From an optimization exercise on the open Yosys and OpenROAD flow, aimed at small area and a short achievable clock period; shortcuts taken in it are not production practice.
Only simulation tests tie the RTL to the original design; equivalence was not proved.
The flow treats the clock pin as an ideal source, which a real chip does not have.
Power is estimated from default activity; no workload was simulated.

==> flow/design.v, too long to show whole: its modules and the start of the top module <==
// module top: 21 lines
// module roba_mid: 17 lines
// module roba_expx: 43 lines
// module roba_expy: 29 lines
// module roba_por: 20 lines
// module roba_in: 185 lines
// module roba_sha: 132 lines
// module roba_shb: 121 lines
// module roba_add: 339 lines
// module g_inv: 1 lines
// module g_nand2: 1 lines
// module g_nor2: 1 lines
// module g_xor2: 1 lines
// module g_xnor2: 1 lines
// module g_a21oi: 1 lines
// module g_o21ai: 1 lines
// module g_o22ai: 1 lines
// module g_nor3: 1 lines
// module g_nor4: 1 lines
// module g_and4: 1 lines
// module g_and2: 1 lines
// module g_nand3: 1 lines
// module g_nand4: 1 lines
// module g_a22o: 1 lines
// module g_a31oi: 1 lines
// module g_a41oi: 1 lines
module top (
    input             clk,
    input      [15:0] x,
    input      [15:0] y,
    output reg [31:0] Q_p
);
  // ...
==> flow/flow/run.sh <==
#!/bin/bash
# Own layout flow: the standard ORFS flow with these changes:
#  - synthesis keeps the modules named in KEEP (flattened again at the end, as the standard flow's script
#    does) so that ABC maps each with a script of its own (ABC_PLAN: module:script pairs);
#  - ports get PORT_BUF buffers;
#  - timing repair aims SETUP_MARGIN ns below the clock period.
# Every tool's output goes to a log file in the work folder (and ORFS's own logs under orfs/logs).
set -euo pipefail
WORK=$(pwd)
FLOWDIR=$WORK/flow
source $FLOWDIR/settings.sh

cp config.mk my_config.mk
cat >> my_config.mk <<EOC
export SETUP_SLACK_MARGIN = ${SETUP_MARGIN}
export TNS_END_PERCENT = 100
export BUFFER_PORTS_ARGS = -buffer_cell ${PORT_BUF}
export SYNTH_KEEP_MODULES = ${KEEP:-}
EOC
[ -n "${EXTRA_MK:-}" ] && printf '%b\n' "$EXTRA_MK" >> my_config.mk
# area recovery after global routing (see post_grt.tcl)
if [ -f $FLOWDIR/post_cts.tcl ]; then
  echo "export POST_CTS_TCL = $FLOWDIR/post_cts.tcl" >> my_config.mk
fi
if [ -f $FLOWDIR/post_grt.tcl ]; then
  echo "export POST_GLOBAL_ROUTE_TCL = $FLOWDIR/post_grt.tcl" >> my_config.mk
fi

# synthesis script: the standard flow's, with abc run once per module of ABC_PLAN, each with its own script
{
  echo "proc abc {args} {"
  echo "  set i [lsearch -exact \$args -script]"
  echo "  foreach {mod scr} {${ABC_PLAN}} {"
  echo "    set a \$args"
  echo "    lset a [expr {\$i + 1}] $FLOWDIR/\$scr"
  echo "    if {[string match roba_exp* \$mod]} { foreach c {${EXP_DU:-}} { lappend a -dont_use \$c } }"
  echo "    yosys abc {*}\$a \$mod"
  echo "  }"
  echo "}"
  cat synth_recipe.tcl
} > my_synth.tcl

make -C "$FLOW_HOME" DESIGN_CONFIG=$WORK/my_config.mk WORK_HOME=$WORK/orfs CLKGATE_MAP_FILE= \
  SYNTH_SCRIPT=$WORK/my_synth.tcl finish > $WORK/make_finish.log 2>&1

RES=$WORK/orfs/results/$FLOW_PLATFORM/top/base
: # left out here: write the final layout as DEF
==> flow/flow/amap.abc <==
strash; dch -f; amap
==> flow/flow/dnsize.tcl <==
# Greedy area recovery: downsize combinational cells one drive step at a time while the worst
# setup slack stays at least what it was before.
proc roba_family_sizes { master_name } {
  if { ![regexp {^(.*_)([0-9]+)$} $master_name -> base sz] } { return {} }
  set sizes {}
  foreach lc [get_lib_cells ${base}*] {
    set n [get_name $lc]
    if { [regexp "^[string map {. \\.} $base](\[0-9\]+)\$" $n -> s] } { lappend sizes [list $s $n] }
  }
  return [lsort -integer -index 0 $sizes]
}
proc roba_dnsize { {tol 0.0} {est "-placement"} } {
  estimate_parasitics {*}$est
  set ws0 [sta::worst_slack_cmd max]
  set a0 [rsz::design_area]
  set cands {}
  foreach inst [get_cells *] {
    if { [catch { set lc [get_lib_cells -of_objects $inst] }] || $lc eq "" || $lc eq "NULL" } { continue }
    if { [catch { set mn [get_name $lc] }] } { continue }
    if { [string match "*__dl*" $mn] || [string match "*__sdf*" $mn] } { continue }
    if { [string match "*clkbuf*" $mn] || [string match "clkbuf*" [get_name $inst]] } { continue }
    if { [string match "*tap*" $mn] || [string match "*fill*" $mn] || [string match "*conb*" $mn] } { continue }
    if { ![regexp {_([0-9]+)$} $mn -> sz] } { continue }
    if { $sz <= 1 } { continue }
    # slack of the instance's output
    set s 1e9
    foreach pin [get_pins -of_objects $inst -filter "direction == output"] {
      if { [catch { set ps [get_property $pin slack_max] }] } { set ps "" }
      if { $ps ne "" && $ps < $s } { set s $ps }
    }
    lappend cands [list $s $inst]
  }
  set cands [lsort -real -decreasing -index 0 $cands]
  set n 0
  foreach c $cands {
    set inst [lindex $c 1]
    set done 0
    while { !$done } {
      set mn [get_name [get_lib_cells -of_objects $inst]]
      set sizes [roba_family_sizes $mn]
      regexp {_([0-9]+)$} $mn -> cur
      set smaller ""
      foreach e $sizes { if { [lindex $e 0] < $cur } { set smaller [lindex $e 1] } }
      if { $smaller eq "" } { break }
      if { [catch { replace_cell $inst $smaller }] } { break }
      estimate_parasitics {*}$est
      set ws [sta::worst_slack_cmd max]
      if { $ws < $ws0 - $tol } {
        replace_cell $inst $mn
        estimate_parasitics {*}$est
        set done 1
      } else {
        incr n
      }
    }
  }
  puts "roba_dnsize: $n downsizing steps, area [expr {$a0*1e12}] -> [expr {[rsz::design_area]*1e12}], worst slack [expr {$ws0*1e9}] -> [expr {[sta::worst_slack_cmd max]*1e9}]"
}

proc roba_dnsize_adp { period {est "-placement"} } {
  estimate_parasitics {*}$est
  set ws [expr {[sta::worst_slack_cmd max] * 1e9}]
  set a [expr {[rsz::design_area] * 1e12}]
  set a0 $a; set ws0 $ws
  set cands {}
  foreach inst [get_cells *] {
    if { [catch { set lc [get_lib_cells -of_objects $inst] }] || $lc eq "" || $lc eq "NULL" } { continue }
    if { [catch { set mn [get_name $lc] }] } { continue }
    if { [string match "*__dl*" $mn] || [string match "*__sdf*" $mn] } { continue }
    if { [string match "*clkbuf*" $mn] || [string match "clkbuf*" [get_name $inst]] } { continue }
    if { [string match "*tap*" $mn] || [string match "*fill*" $mn] || [string match "*conb*" $mn] } { continue }
    if { ![regexp {_([0-9]+)$} $mn -> sz] } { continue }
    if { $sz <= 1 } { continue }
    set s 1e9
    foreach pin [get_pins -of_objects $inst -filter "direction == output"] {
      if { [catch { set ps [get_property $pin slack_max] }] } { set ps "" }
      if { $ps ne "" && $ps < $s } { set s $ps }
    }
    lappend cands [list $s $inst]
  }
  set cands [lsort -real -decreasing -index 0 $cands]
  set n 0
  foreach c $cands {
    set inst [lindex $c 1]
    while { 1 } {
      set mn [get_name [get_lib_cells -of_objects $inst]]
      set sizes [roba_family_sizes $mn]
      regexp {_([0-9]+)$} $mn -> cur
      set smaller ""
      foreach e $sizes { if { [lindex $e 0] < $cur } { set smaller [lindex $e 1] } }
      if { $smaller eq "" } { break }
      if { [catch { replace_cell $inst $smaller }] } { break }
      estimate_parasitics {*}$est
      set ws1 [expr {[sta::worst_slack_cmd max] * 1e9}]
      set a1 [expr {[rsz::design_area] * 1e12}]
      if { $a1 * ($period - $ws1) > $a * ($period - $ws) } {
        replace_cell $inst $mn
        estimate_parasitics {*}$est
        break
      }
      set ws $ws1; set a $a1
      incr n
    }
  }
  puts "roba_dnsize_adp: $n steps, area $a0 -> $a, worst slack $ws0 -> $ws"
}
==> flow/flow/exp.abc <==
strash; dch -f; map -D 900; topo; buffer -N 8; upsize -D 900; dnsize -D 900; stime -p
==> flow/flow/gate.abc <==
strash; map -a
==> flow/flow/post_cts.tcl <==
source [file join [file dirname [info script]] dnsize.tcl]
roba_dnsize_adp 14.0 -placement
log_cmd detailed_placement
==> flow/flow/post_grt.tcl <==
# After global routing's timing repair: give back area by downsizing cells that do not set the
# worst slack, then legalize and re-route what moved (as global_route.tcl does after its repairs).
source [file join [file dirname [info script]] dnsize.tcl]
roba_dnsize_adp 14.0 -global_routing
log_cmd global_route -start_incremental
log_cmd detailed_placement
log_cmd global_route -end_incremental
log_cmd estimate_parasitics -global_routing
write_guides $::env(RESULTS_DIR)/route.guide
==> flow/flow/settings.sh <==
SETUP_MARGIN=9.4
PORT_BUF=sky130_fd_sc_hd__buf_1
KEEP="roba_expx roba_expy g_a21oi g_inv g_nand2 g_nor2 g_nor3 g_o21ai g_o22ai g_xnor2 g_xor2 "
ABC_PLAN="roba_expx exp.abc roba_expy exp.abc g_* gate.abc top amap.abc"
EXTRA_MK='export ADDER_MAP_FILE =
export CTS_BUF_LIST = sky130_fd_sc_hd__clkbuf_8
export CTS_CLUSTER_SIZE = 32
export CTS_CLUSTER_DIAMETER = 60
export SKIP_GATE_CLONING = 1
export REMOVE_ABC_BUFFERS = 1
export ROBA_DN_TOL = 0.0'
EXP_DU="sky130_fd_sc_hd__nor4_* sky130_fd_sc_hd__nor3_* sky130_fd_sc_hd__or4_* sky130_fd_sc_hd__or3_* sky130_fd_sc_hd__a211oi_* sky130_fd_sc_hd__a2111oi_* sky130_fd_sc_hd__o2111ai_* sky130_fd_sc_hd__a311oi_* sky130_fd_sc_hd__o311ai_* sky130_fd_sc_hd__a41oi_* sky130_fd_sc_hd__o41ai_* sky130_fd_sc_hd__nor4b_* sky130_fd_sc_hd__nor3b_* sky130_fd_sc_hd__or2_* sky130_fd_sc_hd__and4_* sky130_fd_sc_hd__a221oi_* sky130_fd_sc_hd__o221ai_*"
==> flow/standard.sh <==
#!/bin/bash
# synth_recipe.tcl (not shown) runs the flow's synth.tcl, then flattens the netlist and writes it again
# the make line also repeats each setting of config.mk as NAME=value (left out here)
make -C /OpenROAD-flow-scripts/flow DESIGN_CONFIG=/design/flow/config.mk WORK_HOME=/design/flow/orfs CLKGATE_MAP_FILE= SYNTH_SCRIPT=/design/flow/synth_recipe.tcl "${@:-finish}"
==> flow/config.mk <==
export PLATFORM = sky130hd
export DESIGN_NAME = top
export DESIGN_NICKNAME = top
export VERILOG_FILES = /design/flow/design.v
export SDC_FILE = /design/flow/constraint.sdc
export NUM_CORES = 8
export LEC_CHECK = 0
export CAP_MARGIN = 20
export CORE_MARGIN = 2
export CORE_UTILIZATION = 40
export SLEW_MARGIN = 20
==> flow/constraint.sdc <==
create_clock -name core_clock -period 14.0 [get_ports {clk}]
set_input_delay 2.8000 -clock core_clock [delete_from_list [all_inputs] [get_ports {clk}]]
set_output_delay 2.8000 -clock core_clock [all_outputs]
set_load 0.01 [all_outputs]
==> flow_summary.json, run 1 <==
{
  "synth_commonest_cells": "nor2_1 (163), o22ai_1 (123), nand2_1 (116)",
  "startpoint": "ax_r[14]",
  "max_stage_delay_ns": 0.53,
  "hold_end": "Q_p[0]",
  "nonClkBufAreaFrac_pct": 5.70,
  "placed_area_sq_um": 6040,
  "drt_iter0_drc": 402,
  "detailedPlace.worstSlack_ns": 8.48,
  "p_sw_uw": 360,
  "min_period_over_period_pct": 31.2,
  "postSynth.asyncResetShare_pct": 0,
  "cp.arrival_ns": 4.65,
  "fin_setup_tns_ns": 0,
  "rows": 43,
  "synth_ff_type": "dfxtp_1",
  "syn_area_per_cell_sq_um": 6.56,
  "critPathMaxFanout": 8,
  "power-top-group": "combinational logic",
  "grt_usage_pct": 19.7,
  "synth_top_family_by_area": "compound AO/OA/AOI/OAI gates",
  "swShare_pct": 42.9,
  "status": "complete, no violations",
  "fin_crit_ns": 4.37,
  "drc": 0,
  "yosysMostFrequentCell": "nor2_1",
  "wl_met3_um": 680,
  "portBuffers": 64,
  "grt_overflow": 0,
  "worstReg2RegStart": "ax_r[14]",
  "drive_gt1_share_pct": 5.19,
  "slew_viol_final": 0,
  "die_h_um": 122,
  "crit_end": "Q_p[24]",
  "hold_viol_final": 0,
  "synth.area.top_cells": "dfxtp_1 (23%), xnor2_1 (15%), o22ai_1 (14%)",
  "synth_top_cell_by_area": "dfxtp_1",
  "r2r_end": "Q_p[24]",
  "ys_seq_elements": 65,
  "fmax_ghz": 0.229,
  "ioPinCount": 65,
  "nFlopsAndLatches": 65,
  "drtPass1Iterations": 5
}
==> inputs of run 2 (changes only) <==
--- a/flow/flow/run.sh
+++ b/flow/flow/run.sh
@@ -19,9 +19,6 @@
 EOC
 [ -n "${EXTRA_MK:-}" ] && printf '%b\n' "$EXTRA_MK" >> my_config.mk
 # area recovery after global routing (see post_grt.tcl)
-if [ -f $FLOWDIR/post_cts.tcl ]; then
-  echo "export POST_CTS_TCL = $FLOWDIR/post_cts.tcl" >> my_config.mk
-fi
 if [ -f $FLOWDIR/post_grt.tcl ]; then
   echo "export POST_GLOBAL_ROUTE_TCL = $FLOWDIR/post_grt.tcl" >> my_config.mk
 fi
--- a/flow/flow/settings.sh
+++ b/flow/flow/settings.sh
@@ -8,5 +8,6 @@
 export CTS_CLUSTER_DIAMETER = 60
 export SKIP_GATE_CLONING = 1
 export REMOVE_ABC_BUFFERS = 1
-export ROBA_DN_TOL = 0.0'
+export ROBA_DN_TOL = 0.0
+export CTS_ARGS = -repair_clock_nets -buf_list sky130_fd_sc_hd__clkbuf_8'
 EXP_DU="sky130_fd_sc_hd__nor4_* sky130_fd_sc_hd__nor3_* sky130_fd_sc_hd__or4_* sky130_fd_sc_hd__or3_* sky130_fd_sc_hd__a211oi_* sky130_fd_sc_hd__a2111oi_* sky130_fd_sc_hd__o2111ai_* sky130_fd_sc_hd__a311oi_* sky130_fd_sc_hd__o311ai_* sky130_fd_sc_hd__a41oi_* sky130_fd_sc_hd__o41ai_* sky130_fd_sc_hd__nor4b_* sky130_fd_sc_hd__nor3b_* sky130_fd_sc_hd__or2_* sky130_fd_sc_hd__and4_* sky130_fd_sc_hd__a221oi_* sky130_fd_sc_hd__o221ai_*"
removed: flow/flow/post_cts.tcl
==> flow_summary.json, run 2 <==
{
  "status": "complete, no violations",
  "cpLargestDelayFamily": "simple AND/OR/NAND/NOR gates",
  "cts_setup_buffers": 3,
  "ys_seq_elements": 65,
  "syn_area_sq_um": 5550,
  "combPwrFrac_pct": 53.7,
  "worstReg2RegStart": "ax_r[14]",
  "fin_crit_ns": 4.21,
  "synth_top_area_share_pct": 23.4,
  "top_regs": "Q_p (32), ax_r (16), ay_r (16)",
  "drtPass1Iterations": 5,
  "area_growth_pct": 12.9,
  "fin_skew_ns": 0.00886,
  "max_stage_delay_ns": 0.50,
  "worstHoldPathCells": 0,
  "fin_setup_tns_ns": 0,
  "worstPathRequired_ns": 14.25,
  "rows": 43,
  "synth_commonest_cells": "nor2_1 (163), o22ai_1 (123), nand2_1 (116)",
  "clkTransAtPathRegs_ns": 0.07,
  "wl_per_cell_um": 12.9,
  "fmax_ghz": 0.238,
  "num_antenna_cells": 0,
  "start_kind": "flop",
  "setup_violations": 0,
  "max-slew-margin-rel_pct": 33.2,
  "hold_viol_final": 0,
  "ys_types": 34,
  "slew_viol_final": 0,
  "cts-hold-fix-buffers": 0,
  "hold_end": "Q_p[31]",
  "multi_input_area_sq_um": 3990,
  "p_sw_uw": 357,
  "dp_hpwl_um": 11400,
  "power_frac_clock_pct": 15.5,
  "final_cells": 1111,
  "syn_area_per_cell_sq_um": 6.56,
  "regMostFlops": "Q_p",
  "grt_overflow": 0,
  "die_h_um": 122,
  "grt_max_degree": 33,
  "power.internal_uw": 479,
  "worstMarginPinSlew_ns": 1.00,
  "first_global_vias": 5033,
  "swShare_pct": 42.7,
  "worst-path-buf-inv": 3,
  "avgViaCountPerCell": 5.24,
  "rrSetupSlack_ns": 9.79,
  "placed_cells": 1092,
  "worst_hold_startpoint": "s_r",
  "max-cap-violations": 0,
  "wl_um": 14300,
  "reg2regPathDepth": 20,
  "ioPinCount": 65,
  "pwr-share-seq_pct": 30.8,
  "synth_ff_type": "dfxtp_1",
  "htreeDepth": 3,
  "clock-root-buffer": "clkbuf_8",
  "drc": 0,
  "portBuffers": 64,
  "yosysMostFrequentCell": "nor2_1",
  "layout.nets": 962,
  "largest_reg_flops": 32,
  "min_period_over_period_pct": 30.0,
  "cts_buffers": 9,
  "core-area_sq_um": 13700,
  "timing.hold.worst.class": "flop to flop",
  "synth_top_cell_by_area": "dfxtp_1",
  "final_cell_mix": "nor2_1 (162), o22ai_1 (122), nand2_1 (116)",
  "yosysSeqAreaShare_pct": 23.4,
  "place.gp.congestion": 0.872,
  "clock-sinks": 65,
  "cp.arrival_ns": 4.45,
  "synthCells": 846,
  "nFillCells": 1511,
  "vdd_drop_max_uv": 51.9,
  "synth.area.top_cells": "dfxtp_1 (23%), xnor2_1 (15%), o22ai_1 (14%)",
  "fp.dieW_um": 122,
  "p_leak_nw": 2.15,
  "crit_slowest_cell": "a2111o_2",
  "grt_usage_pct": 19.7,
  "criticalPathCategory": "flop to flop",
  "postSynth.asyncResetShare_pct": 0,
  "p_per_area_nw_per_um2": 133,
  "antenna_found_initial": 0,
  "cts_buffer_depth": 2,
  "seq_area_sq_um": 1300,
  "ys_warn_count": 2,
  "crit_path_frequent_cell": "nor2_1",
  "grt_pass1_wl_um": 23600,
  "synth-edff-count": 0,
  "tritoncts": "built",
  "initial_core_util_pct": 40.5,
  "r2r_end": "Q_p[25]",
  "ant_nets": 0,
  "path_cells": "nor2_4 > nand3_4 > inv_2 > nand4_4 > nor2_1 > nand2_1 > a2111o_2 > inv_4 > o22ai_1 > o22ai_1 > o22ai_1 > o22ai_1 > nor2_1 > nor2_1 > nand2_1 > nor2_1 > clkinv_1 > nor2_1 > a21oi_1 > xnor2_1",
  "dieArea_sq_um": 14800,
  "insertion_delay_ns": 0.36,
  "drive_gt1_share_pct": 4.73,
  "crit_path_end_kind": "flop",
  "cts.repair.resized": 12,
  "critPathMaxFanout": 16,
  "drt_iter0_drc": 400,
  "via_count": 5820,
  "mostFrequentLayoutCell": "nor2_1"
}
## run 2: cell counts after synthesis
Identical to the previous run, type by type.
## run 2: worst max-delay path by stage
stage,start,end,cells after the start
finish,ax_r[14],Q_p[25],20
CTS,ax_r[13],Q_p[27],20
detailed placement,ax_r[11],Q_p[24],20
global placement,ax_r[11],Q_p[19],20
floorplan,ax_r[15],Q_p[24],16
## run 2: cell families (layout without fill, tap and decap cells)
logic type / count (synthesis) / count (layout) / synth area share, %
AND/OR/NAND/NOR: 321 / 321 / 24.3
flip-flops: 65 / 65 / 23.4
buffers and inverters: 76 / 161 / 5.30
AO/OA/AOI/OAI: 261 / 261 / 27.6
XOR/XNOR: 123 / 123 / 19.4
## run 2: stage by stage
step	area (sq um)	power [mW]	hold slack (ns)	utilization, %	setup WS (ns)
2_1_floorplan	5530	0.596	0.820	-	8.10
3_3_place_gp	6040	0.696	0.884	44.0	8.69
3_5_place_dp	6040	0.699	0.875	44.0	8.48
4_1_cts	6240	0.840	0.875	45.5	9.40
6_report	6260	0.836	0.839	45.7	9.79
## run 2: metal layers
metal,wire (um),GRT usage (%),vias up
li1,-,-,3103
met1,6890,25.7,2525
met2,6280,32.0,165
met3,665,2.86,27
met4,465,9.34,0
met5,0,0,-
## run 2: layout make-up
type | instances | share of cell area [%]
clock buffer | 10 | 2.20
timing repair buffer | 75 | 4.91
inverter | 73 | 4.59
multi-input combinational | 705 | 63.7
sequential | 65 | 20.8
clock inverter | 3 | 0.180
tap | 180 | 3.59
## run 2: power groups by stage
stage               Combinational (mW)  Clock, mW  Sequential (mW)
detailed placement               0.436          0            0.262
finish                           0.449      0.129            0.257
CTS                              0.445      0.136            0.258
floorplan                        0.321          0            0.274
global placement                 0.433          0            0.263
## run 2: worst reg2reg max path: stages, from the launching register on
cell and delay (ns):
dfxtp_1 0.37, nor2_4 0.15, nand3_4 0.12, inv_2 0.12, nand4_4 0.12, nor2_1 0.26
nand2_1 0.09, a2111o_2 0.50, inv_4 0.15, o22ai_1 0.14, o22ai_1 0.23, o22ai_1 0.15
o22ai_1 0.38, nor2_1 0.13, nor2_1 0.24, nand2_1 0.13, nor2_1 0.30, clkinv_1 0.19
nor2_1 0.14, a21oi_1 0.08, xnor2_1 0.12
## run 2: modules after synthesis, one instance, submodules excluded, a selection
module     cells inside  flops+latches  copies in the design  cell area (sq um)
g_nor2                1              0                   143               3.75
top                  91             65                     1               1470
g_o21ai               1              0                    43               5.00
g_xnor2               1              0                    92               8.76
g_nor3                1              0                     1               5.00
roba_expx           102              0                     1                581
==> inputs of run 3 (changes only) <==
--- a/flow/flow/settings.sh
+++ b/flow/flow/settings.sh
@@ -9,5 +9,5 @@
 export SKIP_GATE_CLONING = 1
 export REMOVE_ABC_BUFFERS = 1
 export ROBA_DN_TOL = 0.0
-export CTS_ARGS = -repair_clock_nets -buf_list sky130_fd_sc_hd__clkbuf_8'
+export CTS_ARGS = -sink_clustering_enable -repair_clock_nets -buf_list sky130_fd_sc_hd__clkbuf_8 -sink_clustering_size 32 -sink_clustering_max_diameter 100 -sink_buffer_max_cap_derate 1.0'
 EXP_DU="sky130_fd_sc_hd__nor4_* sky130_fd_sc_hd__nor3_* sky130_fd_sc_hd__or4_* sky130_fd_sc_hd__or3_* sky130_fd_sc_hd__a211oi_* sky130_fd_sc_hd__a2111oi_* sky130_fd_sc_hd__o2111ai_* sky130_fd_sc_hd__a311oi_* sky130_fd_sc_hd__o311ai_* sky130_fd_sc_hd__a41oi_* sky130_fd_sc_hd__o41ai_* sky130_fd_sc_hd__nor4b_* sky130_fd_sc_hd__nor3b_* sky130_fd_sc_hd__or2_* sky130_fd_sc_hd__and4_* sky130_fd_sc_hd__a221oi_* sky130_fd_sc_hd__o221ai_*"
==> flow_summary.json, run 3 <==
{
  "synth-xor-area-share_pct": 19.4,
  "fmax_ghz": 0.238,
  "ys_types": 34,
  "wl_um": 14300,
  "setup_violations": 0,
  "crit_path_frequent_cell": "nor2_1",
  "mostFrequentLayoutCell": "nor2_1",
  "cts_buffer_depth": 2,
  "insertion_delay_ns": 0.36,
  "synth_ff_type": "dfxtp_1",
  "criticalPathCategory": "flop to flop",
  "cpLargestDelayFamily": "simple AND/OR/NAND/NOR gates",
  "regMostFlops": "Q_p",
  "synth_compound_area_share_pct": 27.6,
  "cts.repair.resized": 12,
  "yosysMostFrequentCell": "nor2_1",
  "synth_top_cell_by_area": "dfxtp_1",
  "synthCells": 846,
  "min_period_over_period_pct": 30.0,
  "worst-path-buf-inv": 3,
  "clock-sinks": 65,
  "cts_buffers": 9,
  "hold_ws_ns": 0.839,
  "syn_area_sq_um": 5550,
  "ant_nets": 0,
  "dp_hpwl_um": 11400,
  "ioPinCount": 65,
  "die_h_um": 122,
  "clock-root-buffer": "clkbuf_8",
  "postSynth.asyncResetShare_pct": 0,
  "cts_setup_buffers": 3,
  "drtPass1Iterations": 5,
  "crit_path_end_kind": "flop",
  "fin_skew_ns": 0.00886,
  "final_cells": 1111,
  "final_cell_mix": "nor2_1 (162), o22ai_1 (122), nand2_1 (116)",
  "max-cap-violations": 0,
  "worstPathRequired_ns": 14.25,
  "portBuffers": 64,
  "synth_commonest_cells": "nor2_1 (163), o22ai_1 (123), nand2_1 (116)",
  "crit_slowest_cell": "a2111o_2",
  "rows": 43,
  "first_global_vias": 5033,
  "avgViaCountPerCell": 5.24,
  "synth-edff-count": 0,
  "max-slew-margin-rel_pct": 33.2,
  "grt_usage_pct": 19.7,
  "placed_cells": 1092,
  "area_growth_pct": 12.9,
  "dieArea_sq_um": 14800,
  "synthMuxAreaShare_pct": 0,
  "ys_warn_count": 2,
  "synth.area.top_cells": "dfxtp_1 (23%), xnor2_1 (15%), o22ai_1 (14%)",
  "p_leak_nw": 2.15,
  "power_uw": 836,
  "fin_crit_ns": 4.21,
  "fp.dieW_um": 122,
  "synth_top_family_by_area": "compound AO/OA/AOI/OAI gates",
  "layout.nets": 962,
  "clkTransAtPathRegs_ns": 0.07,
  "start_kind": "flop",
  "drive_gt1_share_pct": 4.73,
  "wl_per_cell_um": 12.9,
  "synth_fa_ha_area_share_pct": 0,
  "largest_reg_flops": 32,
  "cp.arrival_ns": 4.45,
  "fin_util_pct": 45.7,
  "grt_pass1_wl_um": 23600,
  "p_per_area_nw_per_um2": 133,
  "fin_setup_tns_ns": 0,
  "top_regs": "Q_p (32), ax_r (16), ay_r (16)",
  "num_antenna_cells": 0,
  "synth_simple_gate_area_share_pct": 24.3,
  "finish.instance_area_sq_um": 6260,
  "drt_iter0_drc": 400,
  "ys_seq_elements": 65,
  "slew_viol_final": 0,
  "status": "complete, no violations",
  "via_count": 5820,
  "detailedPlace.worstSlack_ns": 8.48,
  "path_cells": "nor2_4 > nand3_4 > inv_2 > nand4_4 > nor2_1 > nand2_1 > a2111o_2 > inv_4 > o22ai_1 > o22ai_1 > o22ai_1 > o22ai_1 > nor2_1 > nor2_1 > nand2_1 > nor2_1 > clkinv_1 > nor2_1 > a21oi_1 > xnor2_1",
  "initial_core_util_pct": 40.5,
  "tritoncts": "built",
  "placed_area_sq_um": 6040,
  "syn_area_per_cell_sq_um": 6.56,
  "hold_viol_final": 0,
  "critPathMaxFanout": 16,
  "yosysSeqAreaShare_pct": 23.4,
  "cts-hold-fix-buffers": 0,
  "timing.hold.worst.class": "flop to flop",
  "drc": 0,
  "grt_max_degree": 33,
  "core-area_sq_um": 13700,
  "worst_slack_ns": 9.79,
  "worstMarginPinSlew_ns": 1.00,
  "synth_top_area_share_pct": 23.4,
  "vdd_drop_max_uv": 51.9,
  "antenna_found_initial": 0,
  "max_stage_delay_ns": 0.50,
  "place.gp.congestion": 0.872,
  "htreeDepth": 3,
  "grt_overflow": 0
}
[run 3: cell counts in the layout (fill, tap and decap cells not counted)]
No cell type changed its count.
[run 3: area by class of cell]
class | instances | area (sq um)
clock buffer | 10 | 138
clock inverter | 3 | 11.3
fill | 1511 | 7450
inverter | 73 | 288
multi-input combinational | 705 | 3990
sequential | 65 | 1300
tap | 180 | 225
timing repair buffer | 75 | 308
[run 3: path summary, 6_finish.rpt]
path | start | end | slack (ns) | depth (start not counted)
max | ax_r[14] | Q_p[25] | 9.79 | 20
max reg2reg | ax_r[14] | Q_p[25] | 9.79 | 20
min | s_r | Q_p[31] | 0.84 | 0
min reg2reg | s_r | Q_p[31] | 0.84 | 0
[run 3: per-layer routing]
layer | track usage [%] | routed length, um
met5 | 0 | 0
met3 | 2.86 | 665
met4 | 9.34 | 465
met1 | 25.7 | 6890
met2 | 32.0 | 6280
[run 3: Yosys stat by module (local to each module, per instance), a selection]
module | flops+latches | cell area [sq um] | cells | copies in the design
g_a21oi | 0 | 5.00 | 1 | 28
g_o22ai | 0 | 6.26 | 1 | 123
g_nor2 | 0 | 3.75 | 1 | 143
top | 65 | 1470 | 91 | 1
g_xor2 | 0 | 8.76 | 1 | 31
g_inv | 0 | 3.75 | 1 | 51
g_nor3 | 0 | 5.00 | 1 | 1
g_nand2 | 0 | 3.75 | 1 | 97
roba_expy | 0 | 204 | 44 | 1
g_xnor2 | 0 | 8.76 | 1 | 92
g_o21ai | 0 | 5.00 | 1 | 43
[run 3: logic make-up after synthesis]
group | count (synthesis)
AO/OA/AOI/OAI | 261
buffers and inverters | 76
XOR/XNOR | 123
flip-flops | 65
AND/OR/NAND/NOR | 321
[run 3: where the power goes]
group	leakage (nW)	internal, mW	total, mW	switching (mW)
clock	0.0841	0.0641	0.129	0.0653
sequential	0.549	0.232	0.257	0.0256
combinational	1.51	0.183	0.449	0.266
total	2.15	0.479	0.836	0.357
==> module roba_in, before the edit <==
module roba_in (
    input  [15:0] x,
    input  [15:0] y,
    output [15:0] ax,
    output [15:0] ay,
    output        s
);
  wire o_1, o_2, o_3, o_4, o_5, o_6, o_7, o_8, i_9, o_10, o_11, i_12, o_13, o_14, i_15, o_16, o_17, i_18, o_19, o_20, o_21, i_22, o_23, o_24, o_25, o_26, i_27, o_28, o_29, o_30, i_31, o_32, o_33, o_34, o_35, o_36, o_37, o_38, o_39, t_40, a_41, i_42, t_43, a_44, t_45, a_46, t_47, a_48, t_49, a_50, t_51, a_52, t_53, a_54, t_55, a_56, t_57, a_58, t_59, a_60, t_61, a_62, t_63, a_64, t_65, a_66, t_67, a_68, t_69, a_70, o_71, o_72, o_73, o_74, o_75, o_76, o_77, o_78, i_79, o_80, o_81, i_82, o_83, o_84, i_85, o_86, o_87, i_88, o_89, o_90, o_91, i_92, o_93, o_94, o_95, o_96, i_97, o_98, o_99, o_100, i_101, o_102, o_103, o_104, o_105, o_106, o_107, o_108, o_109, t_110, a_111, i_112, t_113, a_114, t_115, a_116, t_117, a_118, t_119, a_120, t_121, a_122, t_123, a_124, t_125, a_126, t_127, a_128, t_129, a_130, t_131, a_132, t_133, a_134, t_135, a_136, t_137, a_138, t_139, a_140, sx_141, i_142, i_143;
  g_nor2 u1 (x[1], x[0], o_1);
  g_nor2 u2 (x[3], x[2], o_2);
  g_nor2 u3 (x[5], x[4], o_3);
  g_nor2 u4 (x[7], x[6], o_4);
  g_nor2 u5 (x[9], x[8], o_5);
  g_nor2 u6 (x[11], x[10], o_6);
  g_nor2 u7 (x[13], x[12], o_7);
  g_nor2 u8 (x[15], x[14], o_8);
  g_inv u9 (o_1, i_9);
  g_nor2 u10 (x[2], i_9, o_10);
  g_nand2 u11 (o_2, o_1, o_11);
  g_inv u12 (o_3, i_12);
  g_nor2 u13 (x[6], i_12, o_13);
  g_nand2 u14 (o_4, o_3, o_14);
  g_inv u15 (o_5, i_15);
  g_nor2 u16 (x[10], i_15, o_16);
  g_nand2 u17 (o_6, o_5, o_17);
  g_inv u18 (o_7, i_18);
  g_nor2 u19 (x[14], i_18, o_19);
  g_nand2 u20 (o_8, o_7, o_20);
  g_nor2 u21 (x[4], o_11, o_21);
  g_inv u22 (o_11, i_22);
  g_nand2 u23 (o_3, i_22, o_23);
  g_nand2 u24 (o_13, i_22, o_24);
  g_nor2 u25 (o_14, o_11, o_25);
  g_nor2 u26 (x[12], o_17, o_26);
  g_inv u27 (o_17, i_27);
  g_nand2 u28 (o_7, i_27, o_28);
  g_nand2 u29 (o_19, i_27, o_29);
  g_nor2 u30 (o_20, o_17, o_30);
  g_inv u31 (o_25, i_31);
  g_nor2 u32 (x[8], i_31, o_32);
  g_nand2 u33 (o_5, o_25, o_33);
  g_nand2 u34 (o_16, o_25, o_34);
  g_nor2 u35 (o_17, i_31, o_35);
  g_nand2 u36 (o_26, o_25, o_36);
  g_nor2 u37 (o_28, i_31, o_37);
  g_nor2 u38 (o_29, i_31, o_38);
  g_nand2 u39 (o_30, o_25, o_39);
  g_nand2 u40 (x[15], x[0], t_40);
  g_xnor2 u41 (x[1], t_40, a_41);
  g_inv u42 (x[15], i_42);
  g_nor2 u43 (i_42, o_1, t_43);
  g_xor2 u44 (x[2], t_43, a_44);
  g_nor2 u45 (i_42, o_10, t_45);
  g_xor2 u46 (x[3], t_45, a_46);
  g_nand2 u47 (x[15], o_11, t_47);
  g_xnor2 u48 (x[4], t_47, a_48);
  g_nor2 u49 (i_42, o_21, t_49);
  g_xor2 u50 (x[5], t_49, a_50);
  g_nand2 u51 (x[15], o_23, t_51);
  g_xnor2 u52 (x[6], t_51, a_52);
  g_nand2 u53 (x[15], o_24, t_53);
  g_xnor2 u54 (x[7], t_53, a_54);
  g_nor2 u55 (i_42, o_25, t_55);
  g_xor2 u56 (x[8], t_55, a_56);
  g_nor2 u57 (i_42, o_32, t_57);
  g_xor2 u58 (x[9], t_57, a_58);
  g_nand2 u59 (x[15], o_33, t_59);
  g_xnor2 u60 (x[10], t_59, a_60);
  g_nand2 u61 (x[15], o_34, t_61);
  g_xnor2 u62 (x[11], t_61, a_62);
  g_nor2 u63 (i_42, o_35, t_63);
  g_xor2 u64 (x[12], t_63, a_64);
  g_nand2 u65 (x[15], o_36, t_65);
  g_xnor2 u66 (x[13], t_65, a_66);
  g_nor2 u67 (i_42, o_37, t_67);
  g_xor2 u68 (x[14], t_67, a_68);
  g_nor2 u69 (i_42, o_38, t_69);
  g_xor2 u70 (x[15], t_69, a_70);
  g_nor2 u71 (y[1], y[0], o_71);
  g_nor2 u72 (y[3], y[2], o_72);
  g_nor2 u73 (y[5], y[4], o_73);
  g_nor2 u74 (y[7], y[6], o_74);
  g_nor2 u75 (y[9], y[8], o_75);
  g_nor2 u76 (y[11], y[10], o_76);
  g_nor2 u77 (y[13], y[12], o_77);
  g_nor2 u78 (y[15], y[14], o_78);
  g_inv u79 (o_71, i_79);
  g_nor2 u80 (y[2], i_79, o_80);
  g_nand2 u81 (o_72, o_71, o_81);
  g_inv u82 (o_73, i_82);
  g_nor2 u83 (y[6], i_82, o_83);
  g_nand2 u84 (o_74, o_73, o_84);
  g_inv u85 (o_75, i_85);
  g_nor2 u86 (y[10], i_85, o_86);
  g_nand2 u87 (o_76, o_75, o_87);
  g_inv u88 (o_77, i_88);
  g_nor2 u89 (y[14], i_88, o_89);
  g_nand2 u90 (o_78, o_77, o_90);
  g_nor2 u91 (y[4], o_81, o_91);
  g_inv u92 (o_81, i_92);
  g_nand2 u93 (o_73, i_92, o_93);
  g_nand2 u94 (o_83, i_92, o_94);
  g_nor2 u95 (o_84, o_81, o_95);
  g_nor2 u96 (y[12], o_87, o_96);
  g_inv u97 (o_87, i_97);
  g_nand2 u98 (o_77, i_97, o_98);
  g_nand2 u99 (o_89, i_97, o_99);
  g_nor2 u100 (o_90, o_87, o_100);
  g_inv u101 (o_95, i_101);
  g_nor2 u102 (y[8], i_101, o_102);
  g_nand2 u103 (o_75, o_95, o_103);
  g_nand2 u104 (o_86, o_95, o_104);
  g_nor2 u105 (o_87, i_101, o_105);
  g_nand2 u106 (o_96, o_95, o_106);
  g_nor2 u107 (o_98, i_101, o_107);
  g_nor2 u108 (o_99, i_101, o_108);
  g_nand2 u109 (o_100, o_95, o_109);
  g_nand2 u110 (y[15], y[0], t_110);
  g_xnor2 u111 (y[1], t_110, a_111);
  g_inv u112 (y[15], i_112);
  g_nor2 u113 (i_112, o_71, t_113);
  g_xor2 u114 (y[2], t_113, a_114);
  g_nor2 u115 (i_112, o_80, t_115);
  g_xor2 u116 (y[3], t_115, a_116);
  g_nand2 u117 (y[15], o_81, t_117);
  g_xnor2 u118 (y[4], t_117, a_118);
  g_nor2 u119 (i_112, o_91, t_119);
  g_xor2 u120 (y[5], t_119, a_120);
  g_nand2 u121 (y[15], o_93, t_121);
  g_xnor2 u122 (y[6], t_121, a_122);
  g_nand2 u123 (y[15], o_94, t_123);
  g_xnor2 u124 (y[7], t_123, a_124);
  g_nor2 u125 (i_112, o_95, t_125);
  g_xor2 u126 (y[8], t_125, a_126);
  g_nor2 u127 (i_112, o_102, t_127);
  g_xor2 u128 (y[9], t_127, a_128);
  g_nand2 u129 (y[15], o_103, t_129);
  g_xnor2 u130 (y[10], t_129, a_130);
  g_nand2 u131 (y[15], o_104, t_131);
  g_xnor2 u132 (y[11], t_131, a_132);
  g_nor2 u133 (i_112, o_105, t_133);
  g_xor2 u134 (y[12], t_133, a_134);
  g_nand2 u135 (y[15], o_106, t_135);
  g_xnor2 u136 (y[13], t_135, a_136);
  g_nor2 u137 (i_112, o_107, t_137);
  g_xor2 u138 (y[14], t_137, a_138);
  g_nor2 u139 (i_112, o_108, t_139);
  g_xor2 u140 (y[15], t_139, a_140);
  g_xnor2 u141 (x[15], y[15], sx_141);
  g_inv u142 (o_39, i_142);
  g_inv u143 (o_109, i_143);
  assign ax[0] = x[0];
  assign ax[1] = a_41;
  assign ax[2] = a_44;
  assign ax[3] = a_46;
  assign ax[4] = a_48;
  assign ax[5] = a_50;
  assign ax[6] = a_52;
  assign ax[7] = a_54;
  assign ax[8] = a_56;
  assign ax[9] = a_58;
  assign ax[10] = a_60;
  assign ax[11] = a_62;
  assign ax[12] = a_64;
  assign ax[13] = a_66;
  assign ax[14] = a_68;
  assign ax[15] = a_70;
  assign ay[0] = y[0];
  assign ay[1] = a_111;
  assign ay[2] = a_114;
  assign ay[3] = a_116;
  assign ay[4] = a_118;
  assign ay[5] = a_120;
  assign ay[6] = a_122;
  assign ay[7] = a_124;
  assign ay[8] = a_126;
  assign ay[9] = a_128;
  assign ay[10] = a_130;
  assign ay[11] = a_132;
  assign ay[12] = a_134;
  assign ay[13] = a_136;
  assign ay[14] = a_138;
  assign ay[15] = a_140;
  g_nor3 gs (sx_141, i_142, i_143, s);
endmodule
==> inputs of run 4 (changes only) <==
--- a/flow/design.v
+++ b/flow/design.v
@@ -136,7 +136,7 @@
     output [15:0] ay,
     output        s
 );
-  wire o_1, o_2, o_3, o_4, o_5, o_6, o_7, o_8, i_9, o_10, o_11, i_12, o_13, o_14, i_15, o_16, o_17, i_18, o_19, o_20, o_21, i_22, o_23, o_24, o_25, o_26, i_27, o_28, o_29, o_30, i_31, o_32, o_33, o_34, o_35, o_36, o_37, o_38, o_39, t_40, a_41, i_42, t_43, a_44, t_45, a_46, t_47, a_48, t_49, a_50, t_51, a_52, t_53, a_54, t_55, a_56, t_57, a_58, t_59, a_60, t_61, a_62, t_63, a_64, t_65, a_66, t_67, a_68, t_69, a_70, o_71, o_72, o_73, o_74, o_75, o_76, o_77, o_78, i_79, o_80, o_81, i_82, o_83, o_84, i_85, o_86, o_87, i_88, o_89, o_90, o_91, i_92, o_93, o_94, o_95, o_96, i_97, o_98, o_99, o_100, i_101, o_102, o_103, o_104, o_105, o_106, o_107, o_108, o_109, t_110, a_111, i_112, t_113, a_114, t_115, a_116, t_117, a_118, t_119, a_120, t_121, a_122, t_123, a_124, t_125, a_126, t_127, a_128, t_129, a_130, t_131, a_132, t_133, a_134, t_135, a_136, t_137, a_138, t_139, a_140, sx_141, i_142, i_143;
+  wire o_1, o_2, o_3, o_4, o_5, o_6, o_7, o_8, o_9, o_10, o_11, o_12, o_13, o_14, o_15, i_16, o_17, i_18, o_19, o_20, o_21, i_22, o_23, o_24, o_25, o_26, o_27, i_28, o_29, o_30, t_31, a_32, i_33, t_34, a_35, t_36, a_37, t_38, a_39, t_40, a_41, t_42, a_43, t_44, a_45, t_46, a_47, t_48, a_49, t_50, a_51, t_52, a_53, t_54, a_55, t_56, a_57, t_58, a_59, t_60, a_61, o_62, o_63, o_64, o_65, o_66, o_67, o_68, o_69, o_70, o_71, o_72, o_73, o_74, o_75, o_76, i_77, o_78, i_79, o_80, o_81, o_82, i_83, o_84, o_85, o_86, o_87, o_88, i_89, o_90, o_91, t_92, a_93, i_94, t_95, a_96, t_97, a_98, t_99, a_100, t_101, a_102, t_103, a_104, t_105, a_106, t_107, a_108, t_109, a_110, t_111, a_112, t_113, a_114, t_115, a_116, t_117, a_118, t_119, a_120, t_121, a_122, sx_123, i_124, i_125;
   g_nor2 u1 (x[1], x[0], o_1);
   g_nor2 u2 (x[3], x[2], o_2);
   g_nor2 u3 (x[5], x[4], o_3);
@@ -145,174 +145,156 @@
   g_nor2 u6 (x[11], x[10], o_6);
   g_nor2 u7 (x[13], x[12], o_7);
   g_nor2 u8 (x[15], x[14], o_8);
-  g_inv u9 (o_1, i_9);
-  g_nor2 u10 (x[2], i_9, o_10);
-  g_nand2 u11 (o_2, o_1, o_11);
-  g_inv u12 (o_3, i_12);
-  g_nor2 u13 (x[6], i_12, o_13);
-  g_nand2 u14 (o_4, o_3, o_14);
-  g_inv u15 (o_5, i_15);
-  g_nor2 u16 (x[10], i_15, o_16);
-  g_nand2 u17 (o_6, o_5, o_17);
-  g_inv u18 (o_7, i_18);
-  g_nor2 u19 (x[14], i_18, o_19);
-  g_nand2 u20 (o_8, o_7, o_20);
-  g_nor2 u21 (x[4], o_11, o_21);
-  g_inv u22 (o_11, i_22);
-  g_nand2 u23 (o_3, i_22, o_23);
-  g_nand2 u24 (o_13, i_22, o_24);
-  g_nor2 u25 (o_14, o_11, o_25);
-  g_nor2 u26 (x[12], o_17, o_26);
-  g_inv u27 (o_17, i_27);
-  g_nand2 u28 (o_7, i_27, o_28);
-  g_nand2 u29 (o_19, i_27, o_29);
-  g_nor2 u30 (o_20, o_17, o_30);
-  g_inv u31 (o_25, i_31);
-  g_nor2 u32 (x[8], i_31, o_32);
-  g_nand2 u33 (o_5, o_25, o_33);
-  g_nand2 u34 (o_16, o_25, o_34);
-  g_nor2 u35 (o_17, i_31, o_35);
-  g_nand2 u36 (o_26, o_25, o_36);
-  g_nor2 u37 (o_28, i_31, o_37);
-  g_nor2 u38 (o_29, i_31, o_38);
-  g_nand2 u39 (o_30, o_25, o_39);
-  g_nand2 u40 (x[15], x[0], t_40);
-  g_xnor2 u41 (x[1], t_40, a_41);
-  g_inv u42 (x[15], i_42);
-  g_nor2 u43 (i_42, o_1, t_43);
-  g_xor2 u44 (x[2], t_43, a_44);
-  g_nor2 u45 (i_42, o_10, t_45);
-  g_xor2 u46 (x[3], t_45, a_46);
-  g_nand2 u47 (x[15], o_11, t_47);
-  g_xnor2 u48 (x[4], t_47, a_48);
-  g_nor2 u49 (i_42, o_21, t_49);
-  g_xor2 u50 (x[5], t_49, a_50);
-  g_nand2 u51 (x[15], o_23, t_51);
-  g_xnor2 u52 (x[6], t_51, a_52);
-  g_nand2 u53 (x[15], o_24, t_53);
-  g_xnor2 u54 (x[7], t_53, a_54);
-  g_nor2 u55 (i_42, o_25, t_55);
-  g_xor2 u56 (x[8], t_55, a_56);
-  g_nor2 u57 (i_42, o_32, t_57);
-  g_xor2 u58 (x[9], t_57, a_58);
-  g_nand2 u59 (x[15], o_33, t_59);
-  g_xnor2 u60 (x[10], t_59, a_60);
-  g_nand2 u61 (x[15], o_34, t_61);
-  g_xnor2 u62 (x[11], t_61, a_62);
-  g_nor2 u63 (i_42, o_35, t_63);
-  g_xor2 u64 (x[12], t_63, a_64);
-  g_nand2 u65 (x[15], o_36, t_65);
-  g_xnor2 u66 (x[13], t_65, a_66);
-  g_nor2 u67 (i_42, o_37, t_67);
-  g_xor2 u68 (x[14], t_67, a_68);
-  g_nor2 u69 (i_42, o_38, t_69);
-  g_xor2 u70 (x[15], t_69, a_70);
-  g_nor2 u71 (y[1], y[0], o_71);
-  g_nor2 u72 (y[3], y[2], o_72);
-  g_nor2 u73 (y[5], y[4], o_73);
-  g_nor2 u74 (y[7], y[6], o_74);
-  g_nor2 u75 (y[9], y[8], o_75);
-  g_nor2 u76 (y[11], y[10], o_76);
-  g_nor2 u77 (y[13], y[12], o_77);
-  g_nor2 u78 (y[15], y[14], o_78);
-  g_inv u79 (o_71, i_79);
-  g_nor2 u80 (y[2], i_79, o_80);
-  g_nand2 u81 (o_72, o_71, o_81);
-  g_inv u82 (o_73, i_82);
-  g_nor2 u83 (y[6], i_82, o_83);
-  g_nand2 u84 (o_74, o_73, o_84);
-  g_inv u85 (o_75, i_85);
-  g_nor2 u86 (y[10], i_85, o_86);
-  g_nand2 u87 (o_76, o_75, o_87);
-  g_inv u88 (o_77, i_88);
-  g_nor2 u89 (y[14], i_88, o_89);
-  g_nand2 u90 (o_78, o_77, o_90);
-  g_nor2 u91 (y[4], o_81, o_91);
-  g_inv u92 (o_81, i_92);
-  g_nand2 u93 (o_73, i_92, o_93);
-  g_nand2 u94 (o_83, i_92, o_94);
-  g_nor2 u95 (o_84, o_81, o_95);
-  g_nor2 u96 (y[12], o_87, o_96);
-  g_inv u97 (o_87, i_97);
-  g_nand2 u98 (o_77, i_97, o_98);
-  g_nand2 u99 (o_89, i_97, o_99);
-  g_nor2 u100 (o_90, o_87, o_100);
-  g_inv u101 (o_95, i_101);
-  g_nor2 u102 (y[8], i_101, o_102);
-  g_nand2 u103 (o_75, o_95, o_103);
-  g_nand2 u104 (o_86, o_95, o_104);
-  g_nor2 u105 (o_87, i_101, o_105);
-  g_nand2 u106 (o_96, o_95, o_106);
-  g_nor2 u107 (o_98, i_101, o_107);
-  g_nor2 u108 (o_99, i_101, o_108);
-  g_nand2 u109 (o_100, o_95, o_109);
-  g_nand2 u110 (y[15], y[0], t_110);
-  g_xnor2 u111 (y[1], t_110, a_111);
-  g_inv u112 (y[15], i_112);
-  g_nor2 u113 (i_112, o_71, t_113);
-  g_xor2 u114 (y[2], t_113, a_114);
-  g_nor2 u115 (i_112, o_80, t_115);
-  g_xor2 u116 (y[3], t_115, a_116);
-  g_nand2 u117 (y[15], o_81, t_117);
-  g_xnor2 u118 (y[4], t_117, a_118);
-  g_nor2 u119 (i_112, o_91, t_119);
-  g_xor2 u120 (y[5], t_119, a_120);
-  g_nand2 u121 (y[15], o_93, t_121);
-  g_xnor2 u122 (y[6], t_121, a_122);
-  g_nand2 u123 (y[15], o_94, t_123);
-  g_xnor2 u124 (y[7], t_123, a_124);
-  g_nor2 u125 (i_112, o_95, t_125);
-  g_xor2 u126 (y[8], t_125, a_126);
-  g_nor2 u127 (i_112, o_102, t_127);
-  g_xor2 u128 (y[9], t_127, a_128);
-  g_nand2 u129 (y[15], o_103, t_129);
-  g_xnor2 u130 (y[10], t_129, a_130);
-  g_nand2 u131 (y[15], o_104, t_131);
-  g_xnor2 u132 (y[11], t_131, a_132);
-  g_nor2 u133 (i_112, o_105, t_133);
-  g_xor2 u134 (y[12], t_133, a_134);
-  g_nand2 u135 (y[15], o_106, t_135);
-  g_xnor2 u136 (y[13], t_135, a_136);
-  g_nor2 u137 (i_112, o_107, t_137);
-  g_xor2 u138 (y[14], t_137, a_138);
-  g_nor2 u139 (i_112, o_108, t_139);
-  g_xor2 u140 (y[15], t_139, a_140);
-  g_xnor2 u141 (x[15], y[15], sx_141);
-  g_inv u142 (o_39, i_142);
-  g_inv u143 (o_109, i_143);
+  g_nand2 u9 (o_2, o_1, o_9);
+  g_nand2 u10 (o_4, o_3, o_10);
+  g_nand2 u11 (o_6, o_5, o_11);
+  g_nand2 u12 (o_8, o_7, o_12);
+  g_nor2 u13 (o_10, o_9, o_13);
+  g_nor2 u14 (o_12, o_11, o_14);
+  g_nand2 u15 (o_14, o_13, o_15);
+  g_inv u16 (o_13, i_16);
+  g_nor2 u17 (o_11, i_16, o_17);
+  g_inv u18 (o_9, i_18);
+  g_nand2 u19 (o_3, i_18, o_19);
+  g_nand2 u20 (o_5, o_13, o_20);
+  g_nand2 u21 (o_7, o_17, o_21);
+  g_inv u22 (o_1, i_22);
+  g_nor2 u23 (x[2], i_22, o_23);
+  g_nor2 u24 (x[4], o_9, o_24);
+  g_nor2 u25 (x[6], o_19, o_25);
+  g_nor2 u26 (x[8], i_16, o_26);
+  g_nor2 u27 (x[10], o_20, o_27);
+  g_inv u28 (o_17, i_28);
+  g_nor2 u29 (x[12], i_28, o_29);
+  g_nor2 u30 (x[14], o_21, o_30);
+  g_nand2 u31 (x[15], x[0], t_31);
+  g_xnor2 u32 (x[1], t_31, a_32);
+  g_inv u33 (x[15], i_33);
+  g_nor2 u34 (i_33, o_1, t_34);
+  g_xor2 u35 (x[2], t_34, a_35);
+  g_nor2 u36 (i_33, o_23, t_36);
+  g_xor2 u37 (x[3], t_36, a_37);
+  g_nand2 u38 (x[15], o_9, t_38);
+  g_xnor2 u39 (x[4], t_38, a_39);
+  g_nor2 u40 (i_33, o_24, t_40);
+  g_xor2 u41 (x[5], t_40, a_41);
+  g_nand2 u42 (x[15], o_19, t_42);
+  g_xnor2 u43 (x[6], t_42, a_43);
+  g_nor2 u44 (i_33, o_25, t_44);
+  g_xor2 u45 (x[7], t_44, a_45);
+  g_nor2 u46 (i_33, o_13, t_46);
+  g_xor2 u47 (x[8], t_46, a_47);
+  g_nor2 u48 (i_33, o_26, t_48);
+  g_xor2 u49 (x[9], t_48, a_49);
+  g_nand2 u50 (x[15], o_20, t_50);
+  g_xnor2 u51 (x[10], t_50, a_51);
+  g_nor2 u52 (i_33, o_27, t_52);
+  g_xor2 u53 (x[11], t_52, a_53);
+  g_nor2 u54 (i_33, o_17, t_54);
+  g_xor2 u55 (x[12], t_54, a_55);
+  g_nor2 u56 (i_33, o_29, t_56);
+  g_xor2 u57 (x[13], t_56, a_57);
+  g_nand2 u58 (x[15], o_21, t_58);
+  g_xnor2 u59 (x[14], t_58, a_59);
+  g_nor2 u60 (i_33, o_30, t_60);
+  g_xor2 u61 (x[15], t_60, a_61);
+  g_nor2 u62 (y[1], y[0], o_62);
+  g_nor2 u63 (y[3], y[2], o_63);
+  g_nor2 u64 (y[5], y[4], o_64);
+  g_nor2 u65 (y[7], y[6], o_65);
+  g_nor2 u66 (y[9], y[8], o_66);
+  g_nor2 u67 (y[11], y[10], o_67);
+  g_nor2 u68 (y[13], y[12], o_68);
+  g_nor2 u69 (y[15], y[14], o_69);
+  g_nand2 u70 (o_63, o_62, o_70);
+  g_nand2 u71 (o_65, o_64, o_71);
+  g_nand2 u72 (o_67, o_66, o_72);
+  g_nand2 u73 (o_69, o_68, o_73);
+  g_nor2 u74 (o_71, o_70, o_74);
+  g_nor2 u75 (o_73, o_72, o_75);
+  g_nand2 u76 (o_75, o_74, o_76);
+  g_inv u77 (o_74, i_77);
+  g_nor2 u78 (o_72, i_77, o_78);
+  g_inv u79 (o_70, i_79);
+  g_nand2 u80 (o_64, i_79, o_80);
+  g_nand2 u81 (o_66, o_74, o_81);
+  g_nand2 u82 (o_68, o_78, o_82);
+  g_inv u83 (o_62, i_83);
+  g_nor2 u84 (y[2], i_83, o_84);
+  g_nor2 u85 (y[4], o_70, o_85);
+  g_nor2 u86 (y[6], o_80, o_86);
+  g_nor2 u87 (y[8], i_77, o_87);
+  g_nor2 u88 (y[10], o_81, o_88);
+  g_inv u89 (o_78, i_89);
+  g_nor2 u90 (y[12], i_89, o_90);
+  g_nor2 u91 (y[14], o_82, o_91);
+  g_nand2 u92 (y[15], y[0], t_92);
+  g_xnor2 u93 (y[1], t_92, a_93);
+  g_inv u94 (y[15], i_94);
+  g_nor2 u95 (i_94, o_62, t_95);
+  g_xor2 u96 (y[2], t_95, a_96);
+  g_nor2 u97 (i_94, o_84, t_97);
+  g_xor2 u98 (y[3], t_97, a_98);
+  g_nand2 u99 (y[15], o_70, t_99);
+  g_xnor2 u100 (y[4], t_99, a_100);
+  g_nor2 u101 (i_94, o_85, t_101);
+  g_xor2 u102 (y[5], t_101, a_102);
+  g_nand2 u103 (y[15], o_80, t_103);
+  g_xnor2 u104 (y[6], t_103, a_104);
+  g_nor2 u105 (i_94, o_86, t_105);
+  g_xor2 u106 (y[7], t_105, a_106);
+  g_nor2 u107 (i_94, o_74, t_107);
+  g_xor2 u108 (y[8], t_107, a_108);
+  g_nor2 u109 (i_94, o_87, t_109);
+  g_xor2 u110 (y[9], t_109, a_110);
+  g_nand2 u111 (y[15], o_81, t_111);
+  g_xnor2 u112 (y[10], t_111, a_112);
+  g_nor2 u113 (i_94, o_88, t_113);
+  g_xor2 u114 (y[11], t_113, a_114);
+  g_nor2 u115 (i_94, o_78, t_115);
+  g_xor2 u116 (y[12], t_115, a_116);
+  g_nor2 u117 (i_94, o_90, t_117);
+  g_xor2 u118 (y[13], t_117, a_118);
+  g_nand2 u119 (y[15], o_82, t_119);
+  g_xnor2 u120 (y[14], t_119, a_120);
+  g_nor2 u121 (i_94, o_91, t_121);
+  g_xor2 u122 (y[15], t_121, a_122);
+  g_xnor2 u123 (x[15], y[15], sx_123);
+  g_inv u124 (o_15, i_124);
+  g_inv u125 (o_76, i_125);
   assign ax[0] = x[0];
-  assign ax[1] = a_41;
-  assign ax[2] = a_44;
-  assign ax[3] = a_46;
-  assign ax[4] = a_48;
-  assign ax[5] = a_50;
-  assign ax[6] = a_52;
-  assign ax[7] = a_54;
-  assign ax[8] = a_56;
-  assign ax[9] = a_58;
-  assign ax[10] = a_60;
-  assign ax[11] = a_62;
-  assign ax[12] = a_64;
-  assign ax[13] = a_66;
-  assign ax[14] = a_68;
-  assign ax[15] = a_70;
+  assign ax[1] = a_32;
+  assign ax[2] = a_35;
+  assign ax[3] = a_37;
+  assign ax[4] = a_39;
+  assign ax[5] = a_41;
+  assign ax[6] = a_43;
+  assign ax[7] = a_45;
+  assign ax[8] = a_47;
+  assign ax[9] = a_49;
+  assign ax[10] = a_51;
+  assign ax[11] = a_53;
+  assign ax[12] = a_55;
+  assign ax[13] = a_57;
+  assign ax[14] = a_59;
+  assign ax[15] = a_61;
   assign ay[0] = y[0];
-  assign ay[1] = a_111;
-  assign ay[2] = a_114;
-  assign ay[3] = a_116;
-  assign ay[4] = a_118;
-  assign ay[5] = a_120;
-  assign ay[6] = a_122;
-  assign ay[7] = a_124;
-  assign ay[8] = a_126;
-  assign ay[9] = a_128;
-  assign ay[10] = a_130;
-  assign ay[11] = a_132;
-  assign ay[12] = a_134;
-  assign ay[13] = a_136;
-  assign ay[14] = a_138;
-  assign ay[15] = a_140;
-  g_nor3 gs (sx_141, i_142, i_143, s);
+  assign ay[1] = a_93;
+  assign ay[2] = a_96;
+  assign ay[3] = a_98;
+  assign ay[4] = a_100;
+  assign ay[5] = a_102;
+  assign ay[6] = a_104;
+  assign ay[7] = a_106;
+  assign ay[8] = a_108;
+  assign ay[9] = a_110;
+  assign ay[10] = a_112;
+  assign ay[11] = a_114;
+  assign ay[12] = a_116;
+  assign ay[13] = a_118;
+  assign ay[14] = a_120;
+  assign ay[15] = a_122;
+  g_nor3 gs (sx_123, i_124, i_125, s);
 endmodule
 module roba_sha (
     input  [15:0] d,
--- a/flow/flow/settings.sh
+++ b/flow/flow/settings.sh
@@ -8,6 +8,5 @@
 export CTS_CLUSTER_DIAMETER = 60
 export SKIP_GATE_CLONING = 1
 export REMOVE_ABC_BUFFERS = 1
-export ROBA_DN_TOL = 0.0
-export CTS_ARGS = -sink_clustering_enable -repair_clock_nets -buf_list sky130_fd_sc_hd__clkbuf_8 -sink_clustering_size 32 -sink_clustering_max_diameter 100 -sink_buffer_max_cap_derate 1.0'
+export ROBA_DN_TOL = 0.0'
 EXP_DU="sky130_fd_sc_hd__nor4_* sky130_fd_sc_hd__nor3_* sky130_fd_sc_hd__or4_* sky130_fd_sc_hd__or3_* sky130_fd_sc_hd__a211oi_* sky130_fd_sc_hd__a2111oi_* sky130_fd_sc_hd__o2111ai_* sky130_fd_sc_hd__a311oi_* sky130_fd_sc_hd__o311ai_* sky130_fd_sc_hd__a41oi_* sky130_fd_sc_hd__o41ai_* sky130_fd_sc_hd__nor4b_* sky130_fd_sc_hd__nor3b_* sky130_fd_sc_hd__or2_* sky130_fd_sc_hd__and4_* sky130_fd_sc_hd__a221oi_* sky130_fd_sc_hd__o221ai_*"
==> flow_summary.json, run 4 <==
{
  "ys_warn_count": 2,
  "htreeDepth": 3,
  "seq_area_sq_um": 1300,
  "cts-hold-fix-buffers": 0,
  "synth.area.top_cells": "dfxtp_1 (24%), xnor2_1 (14%), o22ai_1 (14%)",
  "dieArea_sq_um": 14700,
  "area_growth_pct": 14.2,
  "criticalPathCategory": "flop to flop",
  "syn_area_sq_um": 5480,
  "ys_seq_elements": 65,
  "place.gp.congestion": 0.901,
  "worstHoldPathCells": 0,
  "fin_skew_ns": 0.00972,
  "path_cells": "nor2_4 > nand3_4 > inv_2 > nand4_4 > nor2_4 > inv_1 > o221a_1 > a31oi_1 > buf_4 > clkinv_1 > o22ai_1 > o22ai_1 > o22ai_1 > nor2_1 > nor2_1 > nand2_1 > o21ai_2 > clkinv_1 > o21ai_0 > a21oi_1 > xnor2_1",
  "fin_crit_ns": 4.18,
  "slew_viol_final": 0,
  "synth_ff_type": "dfxtp_1",
  "min_period_over_period_pct": 29.8,
  "drive_gt1_share_pct": 5.31,
  "start_kind": "flop",
  "setup_violations": 0,
  "first_global_vias": 5125,
  "worstReg2RegStart": "ax_r[15]",
  "die_h_um": 121,
  "placed_area_sq_um": 5970,
  "p_per_area_nw_per_um2": 135,
  "syn_area_per_cell_sq_um": 6.62,
  "worst_hold_startpoint": "s_r",
  "postSynth.asyncResetShare_pct": 0,
  "worst-path-buf-inv": 5,
  "avgViaCountPerCell": 5.24,
  "grt_usage_pct": 19.9,
  "drc": 0,
  "cts.repair.resized": 11,
  "p_leak_nw": 2.17,
  "power_uw": 848,
  "fp.dieW_um": 121,
  "synth_top_area_share_pct": 23.7,
  "timing.hold.worst.class": "flop to flop",
  "max-cap-violations": 0,
  "wl_met3_um": 555,
  "critPathMaxFanout": 13,
  "wl_met2_um": 6220,
  "worstMarginPinSlew_ns": 1.01,
  "insertion_delay_ns": 0.36,
  "synthCells": 828,
  "hold_viol_final": 0,
  "clkTransAtPathRegs_ns": 0.07,
  "worstPathRequired_ns": 14.29,
  "layout.nets": 950,
  "tritoncts": "built",
  "core-area_sq_um": 13300,
  "nFillCells": 1449,
  "via_count": 5751,
  "yosysSeqAreaShare_pct": 23.7,
  "reg2regPathDepth": 21,
  "yosysMostFrequentCell": "nor2_1",
  "finish.instance_area_sq_um": 6260,
  "final_cell_mix": "nor2_1 (161), o22ai_1 (120), nand2_1 (104)",
  "ys_types": 34,
  "num_antenna_cells": 0,
  "r2r_end": "Q_p[30]",
  "worst_slack_ns": 9.82,
  "mostFrequentLayoutCell": "nor2_1",
  "portBuffers": 64,
  "cts_setup_buffers": 5,
  "rrSetupSlack_ns": 9.82,
  "multi_input_area_sq_um": 3970,
  "crit_path_frequent_cell": "o22ai_1",
  "max-slew-margin-rel_pct": 32.9,
  "cpLargestDelayFamily": "compound AO/OA/AOI/OAI gates",
  "status": "complete, no violations",
  "drt_iter0_drc": 414,
  "ant_nets": 0,
  "cp.arrival_ns": 4.46,
  "cts_buffer_depth": 2,
  "grt_max_degree": 33,
  "wl_per_cell_um": 12.9,
  "max_stage_delay_ns": 0.36,
  "largest_reg_flops": 32,
  "regMostFlops": "Q_p",
  "rows": 42,
  "crit_path_end_kind": "flop",
  "cts_buffers": 9,
  "hold_end": "Q_p[31]",
  "vdd_drop_max_uv": 41.7,
  "grt_overflow": 0,
  "fmax_ghz": 0.239,
  "antenna_found_initial": 0,
  "clock-root-buffer": "clkbuf_8",
  "top_regs": "Q_p (32), ax_r (16), ay_r (16)",
  "synth_commonest_cells": "nor2_1 (163), o22ai_1 (123), nand2_1 (104)",
  "wl_um": 14200,
  "detailedPlace.worstSlack_ns": 8.56,
  "top_layer": "met4",
  "dp_hpwl_um": 11100,
  "hold_ws_ns": 0.854,
  "wl_met1_um": 6960,
  "fin_setup_tns_ns": 0,
  "synth-edff-count": 0,
  "ioPinCount": 65,
  "synth_top_cell_by_area": "dfxtp_1",
  "initial_core_util_pct": 41.2,
  "crit_slowest_cell": "dfxtp_1",
  "drtPass1Iterations": 5,
  "grt_pass1_wl_um": 23700,
  "clock-sinks": 65
}
-- run 4: cell types whose count changed after synthesis, sizes merged --
cell    before  now
nand2      116  104
xor2        31   35
clkinv      51   45
xnor2       92   88
-- run 4: cell type report --
class / count / share of cell area (%)
well taps: 176 / 3.52
repair buffers: 81 / 5.46
inverters: 67 / 4.14
clock buffers: 11 / 2.42
clock inverters: 5 / 0.320
multi-input cells: 693 / 63.3
flip-flops and latches: 65 / 20.8
-- run 4: report_power, final --
group	leakage (nW)	internal, mW	switching, mW
combinational	1.52	0.185	0.265
clock	0.0968	0.0710	0.0694
sequential	0.549	0.232	0.0256
-- run 4: per-module statistics from Yosys (local to each module, per instance) --
module | times used | area [sq um]
g_a21oi | 28 | 5.00
g_nor3 | 1 | 5.00
g_xnor2 | 88 | 8.76
g_xor2 | 35 | 8.76
g_o22ai | 123 | 6.26
g_nor2 | 143 | 3.75
g_inv | 45 | 3.75
roba_expx | 1 | 581
roba_expy | 1 | 204
top | 1 | 1470
g_nand2 | 85 | 3.75
g_o21ai | 43 | 5.00
-- run 4: how the worst max path moves through the flow --
stage	cells past startpoint	to	slack, ns	start
2_1_floorplan	16	Q_p[24]	8.10	ax_r[15]
4_1_cts	20	Q_p[30]	9.42	ax_r[13]
6_report	21	Q_p[30]	9.82	ax_r[15]
3_3_place_gp	20	Q_p[18]	8.67	ax_r[11]
3_5_place_dp	20	Q_p[18]	8.56	ax_r[15]
-- run 4: routing by layer --
layer	global-route usage, %	up-vias
met5	0	-
met4	9.08	0
met3	3.01	25
met2	32.4	145
met1	25.9	2504
li1	-	3077
-- run 4: kinds of logic (layout without fill, tap and decap cells) --
family                    count (synthesis)  after routing  share of synthesized area, %
and+or+nand+nor                         309            309                          23.7
AOI/OAI and AO/OA                       261            261                          27.9
xor gates and xnor gates                123            123                          19.6
buffers and inverters                    70            164                          4.95
DFF                                      65             65                          23.7
-- run 4: stage by stage --
| stage | utilization, % | cells |
|---|---|---|
| finish | 47.1 | 1098 |
| CTS | 46.7 | 1091 |
| detailed placement | 44.9 | 1070 |
| global placement | 44.9 | 1070 |
| floorplan | - | 825 |

[re-timing with driven ports]
The flow's constraints put no driver on any port. The routed layouts listed below were extracted and timed again, unchanged, in two steps.
Step 1, drivers: a clkbuf_16 drives clk and a buf_2 each remaining input, both assumed.
Step 2 adds t to the input delays and takes it off the output delays; t is the mean of the earliest and latest rising clock arrival at the registers after step 1. Input paths then give back, and output paths get back, about the clock's delay inside the block.
a / b / c = no drivers / after step 1 / after step 2; a / b = the first two.
run | shift t [ns] | slack for setup (ns) | worst setup path at the end | clock arrival spread, ns | cell pins on the clock port's net
run 1 | 0.390 | 9.634 / 9.634 / 9.634 | register to register | 0.008 / 0.009 | 1
run 2 | 0.392 | 9.793 / 9.793 / 9.689 | input to register | 0.009 / 0.009 | 1
run 3 | 0.392 | 9.793 / 9.793 / 9.689 | input to register | 0.009 / 0.009 | 1
run 4 | 0.392 | 9.822 / 9.822 / 9.555 | input to register | 0.010 / 0.010 | 1
After both steps every run listed still meets setup and hold. For run 4, which loses most, drivers alone change the setup slack by 0.000 ns; drivers and shift together by -0.267 ns.
